Context: an optimization exercise on an open-source flow, tuned for small area, a short achievable clock period and few clock cycles per item. The choices shown serve that exercise and are no tape-out recipe. In this exercise RTL edits were held to simulation tests only and were not proved equivalent to the original.

## design.v

```verilog
module delaychain
#(
  parameter C_DATA_WIDTH = 32,
  parameter C_LENGTH = 1
)
(
  input                      clock,
  input  [C_DATA_WIDTH-1: 0] in,
  output [C_DATA_WIDTH-1: 0] out
);
integer i;
reg [C_DATA_WIDTH-1: 0] r_delay [C_LENGTH-1: 0];
generate
if (C_LENGTH == 0)
  assign out = in;
else if (C_LENGTH == 1)
begin
  always @(posedge clock)
    r_delay[0] <= in;
  assign out = r_delay[0];
end
else
begin
  always @(posedge clock)
  begin
    for (i = C_LENGTH-1; i >0; i = i - 1)
      r_delay[i] <= r_delay[i-1];
    r_delay[0] <= in;
  end
  assign out = r_delay[C_LENGTH-1];
end
endgenerate
endmodule
module sdp_ram
#(
  parameter C_DATA_WIDTH = 32,
  parameter C_DEPTH = 4,
  parameter C_IN_DELAY = 0,
  parameter C_OUT_DELAY = 1,
  parameter C_RAM_STYLE = 0
)
(
  input                       clock,
  input [$clog2(C_DEPTH)-1:0] raddr,
  input                       ren,
  output [C_DATA_WIDTH-1: 0]  rdata,
  output                      rdata_vld,
  input [$clog2(C_DEPTH)-1:0] waddr,
  input                       wen,
  input [C_DATA_WIDTH-1: 0]   wdata
);
reg [$clog2(C_DEPTH)-1: 0] r_idx;
wire [C_DATA_WIDTH-1: 0] w_wdata;
wire                     w_wen;
wire [$clog2(C_DEPTH)-1: 0] w_raddr;
wire [$clog2(C_DEPTH)-1: 0] w_waddr;
wire [C_DATA_WIDTH-1: 0] w_rdata;
delaychain
#(
  .C_DATA_WIDTH($clog2(C_DEPTH)),
  .C_LENGTH(C_IN_DELAY)
) waddr_dly (
  .clock(clock),
  .in(waddr),
  .out(w_waddr)
);
delaychain
#(
  .C_DATA_WIDTH(C_DATA_WIDTH),
  .C_LENGTH(C_IN_DELAY)
) wdata_dly (
  .clock(clock),
  .in(wdata),
  .out(w_wdata)
);
delaychain
#(
  .C_DATA_WIDTH(1),
  .C_LENGTH(C_IN_DELAY)
) wen_dly (
  .clock(clock),
  .in(wen),
  .out(w_wen)
);
generate
if (C_RAM_STYLE == 1)
begin : bram_mem
  (* ram_style = "block" *) reg [C_DATA_WIDTH-1: 0] m_ram [C_DEPTH-1:0];
  always @(posedge clock)
  begin
    if (w_wen)
      m_ram[w_waddr] <= w_wdata;
  end
  assign w_rdata = m_ram[w_raddr];
end
else if (C_RAM_STYLE == 2)
begin : dist_mem
  (* ram_style = "distributed" *) reg [C_DATA_WIDTH-1: 0] m_ram [C_DEPTH-1:0];
  always @(posedge clock)
  begin
    if (w_wen)
      m_ram[w_waddr] <= w_wdata;
  end
  assign w_rdata = m_ram[w_raddr];
end
else
begin : auto_mem
  reg [C_DATA_WIDTH-1: 0] m_ram [C_DEPTH-1:0];
  always @(posedge clock)
  begin
    if (w_wen)
      m_ram[w_waddr] <= w_wdata;
  end
  assign w_rdata = m_ram[w_raddr];
end
endgenerate
delaychain
#(
  .C_DATA_WIDTH($clog2(C_DEPTH)),
  .C_LENGTH(C_IN_DELAY)
) raddr_dly (
  .clock(clock),
  .in(raddr),
  .out(w_raddr)
);
delaychain
#(
  .C_DATA_WIDTH(C_DATA_WIDTH),
  .C_LENGTH(C_OUT_DELAY)
) rdata_dly (
  .clock(clock),
  .in(w_rdata),
  .out(rdata)
);
delaychain
#(
  .C_DATA_WIDTH(1),
  .C_LENGTH(C_IN_DELAY+C_OUT_DELAY)
) ren_dly (
  .clock(clock),
  .in(ren),
  .out(rdata_vld)
);
endmodule
module gemm_mac
#(
  parameter C_DATA_WIDTH = 32,
  parameter C_DELAY = 0
)
(
  input clock,
  input [C_DATA_WIDTH-1: 0] A,
  input [C_DATA_WIDTH-1: 0] B,
  input [C_DATA_WIDTH-1: 0] Cin,
  input in_valid,
  output [C_DATA_WIDTH-1: 0] Cout,
  output out_valid
);
reg [C_DATA_WIDTH-1: 0] r_AB;
reg [C_DATA_WIDTH-1: 0] r_Cin;
reg [C_DATA_WIDTH-1: 0] r_Cout;
delaychain
#(
  .C_DATA_WIDTH(1),
  .C_LENGTH(C_DELAY)
) vld_dly (
  .clock(clock),
  .in(in_valid),
  .out(out_valid)
);
generate
if (C_DELAY == 0)
begin
  assign Cout = A*B + Cin;
end
else if (C_DELAY == 1)
begin
  always @(posedge clock)
  begin
    r_AB <= A*B;
    r_Cin <= Cin;
  end
  assign Cout = r_AB + r_Cin;
end
else if (C_DELAY == 2)
begin
  always @(posedge clock)
  begin
    r_AB <= A*B;
    r_Cin <= Cin;
    r_Cout <= r_AB + r_Cin;
  end
  assign Cout = r_Cout;
end
endgenerate
endmodule
module gemm_ctrl_alt
#(
  parameter C_DATA_WIDTH = 32,
  parameter C_DIM = 4,
  parameter C_LAST_PE = 0,
  parameter C_BRAM_DELAY = 1,
  parameter C_MAC_DELAY = 1
)
(
  input                       clock,
  input                       i_reset,
  output                      o_reset,
  input [C_DATA_WIDTH-1: 0]   Ain_data,
  input [C_DATA_WIDTH-1: 0]   Bin_data,
  input                       Ain_valid,
  input                       Bin_valid,
  output [C_DATA_WIDTH-1: 0]  Aout_data,
  output [C_DATA_WIDTH-1: 0]  Bout_data,
  output                      Aout_valid,
  output                      Bout_valid,
  input                       i_rd_output,
  output                      o_rd_output,
  output                      mac_in_valid,
  output [C_DATA_WIDTH-1: 0]  mac_Ain,
  output [C_DATA_WIDTH-1: 0]  mac_Bin,
  output [C_DATA_WIDTH-1: 0]  mac_Cin,
  input [C_DATA_WIDTH-1: 0]   mac_Cout,
  input                       mac_out_valid,
  output [$clog2(C_DIM)-1:0]    ram_raddr,
  output                        ram_ren,
  input  [C_DATA_WIDTH-1: 0]    ram_rdata,
  input                         ram_rdata_vld,
  output [$clog2(C_DIM)-1:0]    ram_waddr,
  output                        ram_wen,
  output [C_DATA_WIDTH-1: 0]    ram_wdata
);
reg [C_DATA_WIDTH-1: 0] r_Ain_data;
reg [C_DATA_WIDTH-1: 0] r_Bin_data;
reg                     r_Ain_valid;
reg                     r_Bin_valid;
reg                     r_reset;
reg                     r_rd_output;
reg                     r_first_valid;
reg                     B_sav_idx;       
reg [C_DATA_WIDTH-1: 0] B_saved [1:0];
reg [$clog2(C_DIM): 0]  r_bvalid_cnt;
reg                     B_wrk_idx;       
reg [$clog2(2*C_DIM*C_DIM + C_DIM): 0] r_valid_cnt;  
reg [$clog2(C_DIM*C_DIM): 0] r_comp_cnt;   
wire [C_DATA_WIDTH-1: 0]  dly_Ain_data;
wire [C_DATA_WIDTH-1: 0]  dly_Bin_data;
wire                      dly_in_valid;
wire [C_DATA_WIDTH-1: 0]  w_mac_out;
wire                      w_mac_out_vld;
localparam WR_RESET = 2'b00,
           WR_COMPUTE = 2'b01,
           WR_CLEAR = 2'b10;
reg [1: 0] c_wr_state;
reg [1: 0] r_wr_state;
reg                       c_wen;
reg [C_DATA_WIDTH-1: 0]   c_wdata;
reg [$clog2(C_DIM)-1: 0]  r_write_addr;
localparam RD_PRELOAD = 2'b00,
           RD_COMPUTE = 2'b01,
           RD_WAIT = 2'b10,
           RD_OUTPUT = 2'b11;
reg [1: 0] c_rd_state;
reg [1: 0] r_rd_state;
reg c_ren;
reg [$clog2(C_DIM)-1: 0]  r_read_addr;
reg [$clog2(C_DIM)-1: 0]  r_rdata_vld;
wire [C_DATA_WIDTH-1: 0]  w_rdata;
assign ram_raddr = r_read_addr;
assign ram_ren = c_ren;
assign w_rdata = ram_rdata;
assign w_rdata_vld = ram_rdata_vld;
assign ram_waddr = r_write_addr;
assign ram_wen = c_wen;
assign ram_wdata = c_wdata;
always @(posedge clock)
begin
  if (r_reset)
    r_write_addr <= 'd0;
  else if (c_wen)
  begin
    if (r_write_addr == C_DIM-1)
      r_write_addr <= 'd0;
    else
      r_write_addr <= r_write_addr + 'd1;
  end
end
always @(*)
begin
  c_wen = 1'b0;
  c_wdata = 'd0;
  case (r_wr_state)
    WR_RESET:
    begin
      c_wen = 1'b1;
      c_wdata = 'd0;
    end
    WR_COMPUTE:
    begin
      c_wen = w_mac_out_vld;
      c_wdata = w_mac_out;
    end
    WR_CLEAR:
    begin
      c_wen = c_ren;
      c_wdata = 'd0;
    end
  endcase
end
always @(posedge clock)
begin
  if (r_reset)  r_wr_state <= WR_RESET;
  else          r_wr_state <= c_wr_state;
end
always @(*)
begin
  c_wr_state = WR_COMPUTE;
  case (r_wr_state)
    WR_RESET:
      c_wr_state = (r_write_addr == C_DIM-1) ? WR_COMPUTE : WR_RESET;
    WR_COMPUTE:
      c_wr_state = (r_comp_cnt == C_DIM*C_DIM-1) ? WR_CLEAR : WR_COMPUTE;
    WR_CLEAR:
      c_wr_state = (r_read_addr == C_DIM-1) ? WR_COMPUTE : WR_CLEAR;
  endcase
end
always @(posedge clock)
begin
  if (r_reset | o_rd_output)
    r_comp_cnt <= 'd0;
  else if (w_mac_out_vld && r_wr_state == WR_COMPUTE)
    r_comp_cnt <= r_comp_cnt + 'd1;
end
always @(posedge clock)
begin
  if (r_reset | o_rd_output)
    r_valid_cnt <= 'd0;
  else if ((r_rd_state != RD_WAIT && r_Ain_valid == 1'b1) || 
           (r_rd_state == RD_WAIT && r_comp_cnt == C_DIM*C_DIM))
    r_valid_cnt <= r_valid_cnt + 'd1;
end
always @(posedge clock)
begin
  if (r_rd_state != RD_OUTPUT)
    r_rdata_vld <= 'd0;
  else if (w_rdata_vld)
    r_rdata_vld <= r_rdata_vld + 'd1;
end
always @(posedge clock)
begin
  if (r_reset | o_rd_output)
  begin
    r_read_addr <= 'd0;
    B_wrk_idx <= 1'b0;
  end
  else if (c_ren)
  begin
    if (r_read_addr == C_DIM-1)
    begin
      r_read_addr <= 'd0;
      B_wrk_idx <= ~B_wrk_idx;
    end
    else
      r_read_addr <= r_read_addr + 'd1;
  end
end
always @(*)
begin
  c_ren = 1'b0;
  case (r_rd_state)
    RD_COMPUTE:
    begin
      c_ren = r_Ain_valid;
    end
    RD_OUTPUT:
      c_ren = 1'b1;
  endcase
end
always @(posedge clock)
begin
  if (r_reset)  r_rd_state <= RD_PRELOAD;
  else          r_rd_state <= c_rd_state;
end
always @(*)
begin
  c_rd_state = RD_PRELOAD;
  case (r_rd_state)
    RD_PRELOAD:
      c_rd_state = (r_valid_cnt == C_DIM-1) ? RD_COMPUTE : RD_PRELOAD;
    RD_COMPUTE:
      c_rd_state = (r_valid_cnt == C_DIM*(C_DIM+1)-1) ? RD_WAIT : RD_COMPUTE;
    RD_WAIT:
      c_rd_state = (r_comp_cnt == C_DIM*C_DIM &&
                    r_rd_output == 1'b1)
                    ? RD_OUTPUT : RD_WAIT;
    RD_OUTPUT:  
      c_rd_state = (r_rdata_vld == C_DIM-1) ? RD_PRELOAD : RD_OUTPUT;
  endcase
end
delaychain
#(
  .C_DATA_WIDTH(C_DATA_WIDTH),
  .C_LENGTH(C_BRAM_DELAY)
) ain_dly (
  .clock(clock),
  .in(r_Ain_data),
  .out(dly_Ain_data)
);
delaychain
#(
  .C_DATA_WIDTH(C_DATA_WIDTH),
  .C_LENGTH(C_BRAM_DELAY)
) bin_dly (
  .clock(clock),
  .in(B_saved[B_wrk_idx]),
  .out(dly_Bin_data)
);
delaychain
#(
  .C_DATA_WIDTH(1),
  .C_LENGTH(C_BRAM_DELAY)
) in_valid_dly (
  .clock(clock),
  .in(r_Ain_valid == 1'b1 & r_rd_state == RD_COMPUTE),
  .out(dly_in_valid)
);
assign mac_in_valid = dly_in_valid;
assign mac_Ain = dly_Ain_data;
assign mac_Bin = dly_Bin_data;
assign mac_Cin = w_rdata;
assign w_mac_out = mac_Cout;
assign w_mac_out_vld = mac_out_valid;
always @(posedge clock)
begin
  r_Ain_data <= Ain_data;
  r_Ain_valid <= Ain_valid;
  r_Bin_data <= Bin_data;
  r_Bin_valid <= Bin_valid;
  r_reset <= i_reset;
  r_rd_output <= i_rd_output;
end
assign o_reset = r_reset;
assign Bout_data = r_Bin_data;
assign o_rd_output = (r_rd_state == RD_OUTPUT &&
                      r_rdata_vld == C_DIM-1) ? 1'b1 : 1'b0;
generate
if (C_LAST_PE == 1)
  assign Aout_valid = (r_rd_state == RD_OUTPUT ? w_rdata_vld | r_Ain_valid
                      : (r_rd_state == RD_WAIT ? r_Ain_valid : 1'b0));
else
  assign Aout_valid = (r_rd_state == RD_OUTPUT ? w_rdata_vld | r_Ain_valid : r_Ain_valid);
endgenerate
assign Aout_data = (r_rd_state == RD_OUTPUT && w_rdata_vld ? 
                    w_rdata : r_Ain_data);
assign Bout_valid = r_Bin_valid & ~r_first_valid;
always @(posedge clock)
begin
  if (r_reset | o_rd_output)
  begin
    r_bvalid_cnt <= 0;
    r_first_valid <= 1'b1;
    B_sav_idx  <= 0;
  end
  else
  begin
    if (r_Bin_valid)
    begin
      if (r_first_valid)
      begin
        r_first_valid <= 1'b0;
      end
      if (r_bvalid_cnt == 'd0)
      begin
        B_saved[B_sav_idx] <= r_Bin_data;
        B_sav_idx <= ~B_sav_idx;
        r_bvalid_cnt <= C_DIM-1;
      end
      else
        r_bvalid_cnt <= r_bvalid_cnt - 'd1;
    end
  end
end
endmodule
module gemm_pe
#(
  parameter C_DATA_WIDTH = 32,
  parameter C_DIM = 4,
  parameter C_LAST_PE = 0,
  parameter C_RAM_IN_DELAY = 1,
  parameter C_RAM_OUT_DELAY = 1,
  parameter C_MAC_DELAY = 1,
  parameter C_RAM_STYLE = 1
)
(
  input                       clock,
  input                       i_reset,
  output                      o_reset,
  input [C_DATA_WIDTH-1: 0]   Ain_data,
  input [C_DATA_WIDTH-1: 0]   Bin_data,
  input                       Ain_valid,
  input                       Bin_valid,
  output [C_DATA_WIDTH-1: 0]  Aout_data,
  output [C_DATA_WIDTH-1: 0]  Bout_data,
  output                      Aout_valid,
  output                      Bout_valid,
  input                       i_rd_output,
  output                      o_rd_output
);
wire                        mac_in_valid;
wire [C_DATA_WIDTH-1: 0]    mac_Ain;
wire [C_DATA_WIDTH-1: 0]    mac_Bin;
wire [C_DATA_WIDTH-1: 0]    mac_Cin;
wire [C_DATA_WIDTH-1: 0]    mac_Cout;
wire                        mac_out_valid;
wire [$clog2(C_DIM)-1:0]    ram_raddr;
wire                        ram_ren;
wire [C_DATA_WIDTH-1: 0]    ram_rdata;
wire                        ram_rdata_vld;
wire [$clog2(C_DIM)-1:0]    ram_waddr;
wire                        ram_wen;
wire [C_DATA_WIDTH-1: 0]    ram_wdata;
gemm_ctrl_alt
#(
  .C_DATA_WIDTH(C_DATA_WIDTH),
  .C_DIM(C_DIM),
  .C_LAST_PE(C_LAST_PE),
  .C_BRAM_DELAY(C_RAM_IN_DELAY+C_RAM_OUT_DELAY),
  .C_MAC_DELAY(C_MAC_DELAY)
) ctrl_i (
  .clock(clock),
  .i_reset(i_reset),
  .o_reset(o_reset),
  .Ain_data(Ain_data),
  .Bin_data(Bin_data),
  .Ain_valid(Ain_valid),
  .Bin_valid(Bin_valid),
  .Aout_data(Aout_data),
  .Bout_data(Bout_data),
  .Aout_valid(Aout_valid),
  .Bout_valid(Bout_valid),
  .i_rd_output(i_rd_output),
  .o_rd_output(o_rd_output),
  .mac_in_valid(mac_in_valid),
  .mac_Ain(mac_Ain),
  .mac_Bin(mac_Bin),
  .mac_Cin(mac_Cin),
  .mac_Cout(mac_Cout),
  .mac_out_valid(mac_out_valid),
  .ram_raddr(ram_raddr),
  .ram_ren(ram_ren),
  .ram_rdata(ram_rdata),
  .ram_rdata_vld(ram_rdata_vld),
  .ram_waddr(ram_waddr),
  .ram_wen(ram_wen),
  .ram_wdata(ram_wdata)
);
gemm_mac
#(
  .C_DATA_WIDTH(C_DATA_WIDTH),
  .C_DELAY(C_MAC_DELAY)
) mac_i
(
  .clock(clock),
  .A(mac_Ain),
  .B(mac_Bin),
  .Cin(mac_Cin),
  .Cout(mac_Cout),
  .in_valid(mac_in_valid),
  .out_valid(mac_out_valid)
);
sdp_ram
#(
  .C_DATA_WIDTH(C_DATA_WIDTH),
  .C_DEPTH(C_DIM),
  .C_IN_DELAY(C_RAM_IN_DELAY),
  .C_OUT_DELAY(C_RAM_OUT_DELAY),
  .C_RAM_STYLE(C_RAM_STYLE)
) ram_i
(
  .clock(clock),
  .raddr(ram_raddr),
  .ren(ram_ren),
  .rdata(ram_rdata),
  .rdata_vld(ram_rdata_vld),
  .waddr(ram_waddr),
  .wen(ram_wen),
  .wdata(ram_wdata)
);
endmodule
module gemm_array
#(
  parameter C_DATA_WIDTH = 32,
  parameter C_DIM = 4,
  parameter C_NUM_PE = 4,
  parameter C_RAM_IN_DELAY = 1,
  parameter C_RAM_OUT_DELAY = 1,
  parameter C_MAC_DELAY = 1,
  parameter C_RAM_STYLE = 1
)
(
  input                       clock,
  input                       i_reset,
  input [C_DATA_WIDTH-1: 0]   Ain_data,
  input [C_DATA_WIDTH-1: 0]   Bin_data,
  input                       Ain_valid,
  input                       Bin_valid,
  output [C_DATA_WIDTH-1: 0]  Aout_data,
  output [C_DATA_WIDTH-1: 0]  Bout_data,
  output                      Aout_valid,
  output                      Bout_valid,
  input                       i_rd_output,
  output                      o_rd_output
);
genvar i;
wire [C_DATA_WIDTH-1: 0] reset [C_NUM_PE: 0];
wire [C_DATA_WIDTH-1: 0] A_data [C_NUM_PE: 0];
wire [C_DATA_WIDTH-1: 0] B_data [C_NUM_PE: 0];
wire [C_DATA_WIDTH-1: 0] A_valid [C_NUM_PE: 0];
wire [C_DATA_WIDTH-1: 0] B_valid [C_NUM_PE: 0];
wire [C_DATA_WIDTH-1: 0] rd_output [C_NUM_PE: 0];
assign reset[0] = i_reset;
assign A_data[0] = Ain_data; 
assign B_data[0] = Bin_data; 
assign A_valid[0] = Ain_valid; 
assign B_valid[0] = Bin_valid; 
assign rd_output[0] = i_rd_output;
assign Aout_data = A_data[C_NUM_PE];
assign Bout_data = B_data[C_NUM_PE];
assign Aout_valid = A_valid[C_NUM_PE];
assign Bout_valid = B_valid[C_NUM_PE];
assign o_rd_output = rd_output[C_NUM_PE];
generate
for (i = 0; i < C_NUM_PE; i = i + 1)
begin : n_1_gemm_pes
  gemm_pe #(
    .C_DATA_WIDTH(C_DATA_WIDTH),
    .C_DIM(C_DIM),
    .C_LAST_PE(i == C_NUM_PE-1 ? 1 : 0),
    .C_RAM_IN_DELAY(C_RAM_IN_DELAY),
    .C_RAM_OUT_DELAY(C_RAM_IN_DELAY),
    .C_MAC_DELAY(C_RAM_IN_DELAY),
    .C_RAM_STYLE(C_RAM_IN_DELAY)
  ) n1pe (
    .clock(clock),
    .i_reset(reset[i]),
    .o_reset(reset[i+1]),
    .Ain_data(A_data[i]),
    .Bin_data(B_data[i]),
    .Ain_valid(A_valid[i]),
    .Bin_valid(B_valid[i]),
    .Aout_data(A_data[i+1]),
    .Bout_data(B_data[i+1]),
    .Aout_valid(A_valid[i+1]),
    .Bout_valid(B_valid[i+1]),
    .i_rd_output(rd_output[i]),
    .o_rd_output(rd_output[i+1])
  );
end
endgenerate
endmodule
```

## run.sh

```bash
#!/bin/bash
# synth_recipe.tcl (not shown) runs the flow's synth.tcl, then flattens the netlist and writes it again
# the make line also repeats each setting of config.mk as NAME=value (left out here)
make -C /OpenROAD-flow-scripts/flow DESIGN_CONFIG=/design/flow/config.mk WORK_HOME=/design/flow/orfs CLKGATE_MAP_FILE= SYNTH_SCRIPT=/design/flow/synth_recipe.tcl finish
```

## config.mk

```make
export PLATFORM = sky130hd
export DESIGN_NAME = gemm_array
export DESIGN_NICKNAME = gemm_array
export VERILOG_FILES = /design/flow/design.v
export SDC_FILE = /design/flow/constraint.sdc
export NUM_CORES = 4
export LEC_CHECK = 0
export CAP_MARGIN = 20
export CORE_MARGIN = 2
export CORE_UTILIZATION = 45
export SLEW_MARGIN = 20
```

## constraint.sdc

```tcl
create_clock -name core_clock -period 8.5 [get_ports {clock}]
set_input_delay 1.7000 -clock core_clock [delete_from_list [all_inputs] [get_ports {clock}]]
set_output_delay 1.7000 -clock core_clock [all_outputs]
set_load 0.01 [all_outputs]
```

==> qor.yml <==
status: "finished clean"
cp_data_arrival_time_ns: 8.28
path_cells: "and2_1 -> fa_1 -> fa_1 -> fa_1 -> inv_1 -> fa_1 -> inv_1 -> fa_1 -> inv_1 -> fa_1 -> inv_1 -> fa_1 -> fa_1 -> ha_1 -> a21o_1 -> a221oi_1 -> nor2_1 -> a21oi_1 -> o31ai_1 -> o41ai_1 -> o21a_1 -> xnor2_1"
num_rows: 197
grt_pass1_vias: 84300
cpMostUsedCell: "fa_1"
cts-root-buf: "clkbuf_16"
post-cts-setup-buffers: 0
clk_path_buf_depth: 4
yosys_warnings: 19
vias_per_cell: 5.11
grt_max_degree: 34
drc: 0
fillers: 25300
synthTopCellsByCount: "inv_1, fa_1, dfxtp_1"
synth_edf_count: 768
core_area_um2: 288000
path_buf_inv: 4
vias: 77400
die_x_um: 541
cts_inserted_buffers: 231
period_minus_slack_ns: 7.51
die_h_um: 541
yosysMostFrequentCell: "inv_1"
hold_buffers: 0
die_area_um2: 293000
crit_type: "register to register"
seq_area_frac_synth: 0.400
drive_above_1_share: 0.0878
setup_viol: 0
fin_nets: 13500
wl_per_cell_um: 22.5
cts_tree: "built"
slew_headroom: 0.235
tightest_slew_ns: 1.14
final_max_slew_viol_count: 0
fmaxAchievable_mhz: 133
rsz0062_at_grt: "false"
clkTransAtPathRegs_ns: 0.06
drt-initial-drc-count: 4905
cp-start-kind: "register"
initial_utilization: 0.452
maxCapViolations: 0
cts_sinks: 2216
crit_required_ns: 9.26
syn_avg_cell_area_um2: 11.7
path_delay_family: "adder cells"
hpwl_mm: 265
cpMaxStageDelayCell: "dfxtp_1"
clock_latency_ns: 0.94
end_kind: "register"
skew_ns: 0.121
fin_crit_sh: 0.884
setup-tns-final_ns: 0
ys.flop_type: "dfxtp_1"
gp_congestion: 0.886
routed_wl_mm: 340
io_pins: 136
final_util: 0.500
antenna_found_initial: 35
port_buffers: 135
yosysTopAreaCell: "fa_1"
async_flop_share: 0
hold_class: "register to register"
max_stage_delay_ns: 0.97
ys_types: 71
syn_to_final_growth_pct: 10.7
cts_resized: 0
synth_nets: 13400
gr-usage-all-layers: 0.238
netlist_area_um2: 130000
first_pass_iters: 5
cts_max_level: 4
grt_remaining_overflow: 0
synth_seq_cells: 2216
hold_violations: 0
synth_top_area_share: 0.252
grt_pass1_wl_mm: 525
ys_top_cells_by_area: "fa_1, dfxtp_1, edfxtp_1"
critPathMaxFanout: 26
syn_inst: 11100
ant_nets: 0
-- routing by layer --
layer | wire [µm] | up-vias | GRT usage
met5 | 14 | - | 0
met4 | 8670 | 2 | 0.0608
met3 | 17500 | 411 | 0.0314
met2 | 162000 | 1818 | 0.391
met1 | 152000 | 40200 | 0.331
li1 | - | 35000 | -
-- layout make-up --
cell class                 count  area [µm²]  area share
timing repair buffer         287        2510      0.0175
inverter                    1662        6240      0.0434
clock buffer                 289        6390      0.0444
tap                         3781        4730      0.0329
antenna                       10        25.0    0.000174
clock inverter               148        1740      0.0121
multi-input combinational   6758       70200       0.488
sequential                  2216       52100       0.362
-- cell families after synthesis --
logic type      Yosys count  share of synthesized area
mux                     408                     0.0462
simple gates           2888                      0.111
compound gates          695                     0.0345
buf+inv                2095                     0.0605
flops                  2216                      0.400
fa+ha+maj              2292                      0.315
xor+xnor                475                     0.0320
-- state kept, by name, summed over array words and instances (netlist names), 28 cells and up --
register	flops
n_1_gemm_pes.n1pe.ctrl_i.r_valid_cnt	28
n_1_gemm_pes.n1pe.ctrl_i.ain_dly.r_delay	256
n_1_gemm_pes.n1pe.ctrl_i.r_Bin_data	128
n_1_gemm_pes.n1pe.ram_i.wdata_dly.r_delay	128
n_1_gemm_pes.n1pe.ram_i.bram_mem.m_ram	512
n_1_gemm_pes.n1pe.mac_i.r_Cin	128
n_1_gemm_pes.n1pe.ctrl_i.r_Ain_data	128
n_1_gemm_pes.n1pe.mac_i.r_AB	128
n_1_gemm_pes.n1pe.ctrl_i.B_saved	256
n_1_gemm_pes.n1pe.ram_i.rdata_dly.r_delay	128
n_1_gemm_pes.n1pe.ctrl_i.bin_dly.r_delay	256
-- cell usage in the layout, fill, tap and decap left out, drive strengths merged, types with 11 or more instances in the layout --
cell           Yosys  layout
clkdlybuf4s50      0     135
o21ai            122     122
clkbuf           414     289
a21boi            11      11
nor3              59      59
o21a              35      35
buf               19     152
inv             1662    1679
nor2             315     315
fa              1636    1636
or2               17      17
clkinv             0      87
ha               656     656
a211oi            42      42
nor2b             27      27
or3               18      18
a31oi             34      34
mux4             128     128
nand2           1096    1096
a31o              11      11
o21bai            28      28
a21oi            214     214
edfxtp           768     768
mux2i             22      22
a21o              98      98
xnor2            328     328
o211ai            21      21
nand3             56      56
nand2b            27      27
nand4             14      14
bufinv             0      26
nor3b             17      17
clkinvlp           0      18
dfxtp           1448    1448
and2            1176    1176
and3              32      32
xor2             147     147
mux2             258     258
-- worst paths after layout --
path | startpoint | cells past startpoint | slack (ns) | endpoint
worst max-delay path | n_1_gemm_pes[1].n1pe.ctrl_i.bin_dly.r_delay[1][6] | 22 | 0.99 | n_1_gemm_pes[1].n1pe.mac_i.r_AB[31]
worst min-delay path | n_1_gemm_pes[3].n1pe.ctrl_i.bin_dly.r_delay[0][26] | 0 | 0.28 | n_1_gemm_pes[3].n1pe.ctrl_i.bin_dly.r_delay[1][26]
worst max register to register | n_1_gemm_pes[1].n1pe.ctrl_i.bin_dly.r_delay[1][6] | 22 | 0.99 | n_1_gemm_pes[1].n1pe.mac_i.r_AB[31]
worst min register to register | n_1_gemm_pes[3].n1pe.ctrl_i.bin_dly.r_delay[0][26] | 0 | 0.28 | n_1_gemm_pes[3].n1pe.ctrl_i.bin_dly.r_delay[1][26]
-- stage by stage --
stage,instances,hold slack [ns],cell area [µm²],setup slack (ns)
after floorplan,11100,0.310,130000,1.81
after global placement,14700,0.310,136000,1.01
after detailed placement,14700,0.312,136000,0.961
after CTS,15100,0.288,144000,0.913
after global routing,15100,0.286,144000,0.550
final,15200,0.276,144000,0.987
Testbench counts, summed over its fixed seeds: cycles 13,056, matrices 256.

## port drivers added, routing unchanged
The flow's constraints put no driver on any port. The routed layout listed below was extracted and timed again, unchanged, in two steps. Step 1 sets driving cells, clkbuf_16 on the clock port and buf_2 on the other inputs (assumed; they add their load-dependent delay and slew). Step 2, shift: input delay + t, output delay - t, t = (earliest + latest rising clock arrival at the registers) / 2. This alone moves slack from input paths to output paths. a / b / c = ideal / step 1 / step 2; a / b = the first two.
t, ns: 0.980
setup WS [ns]: 0.987 / 0.987 / 0.987
slew at the worst register clock pin (ns): 0.08 / 0.08
cell pins on the clock port's net: 1
After both steps setup and hold are still met in this run. The setup slack of this run moves by 0.000 ns with the drivers and by 0.000 ns with both steps.
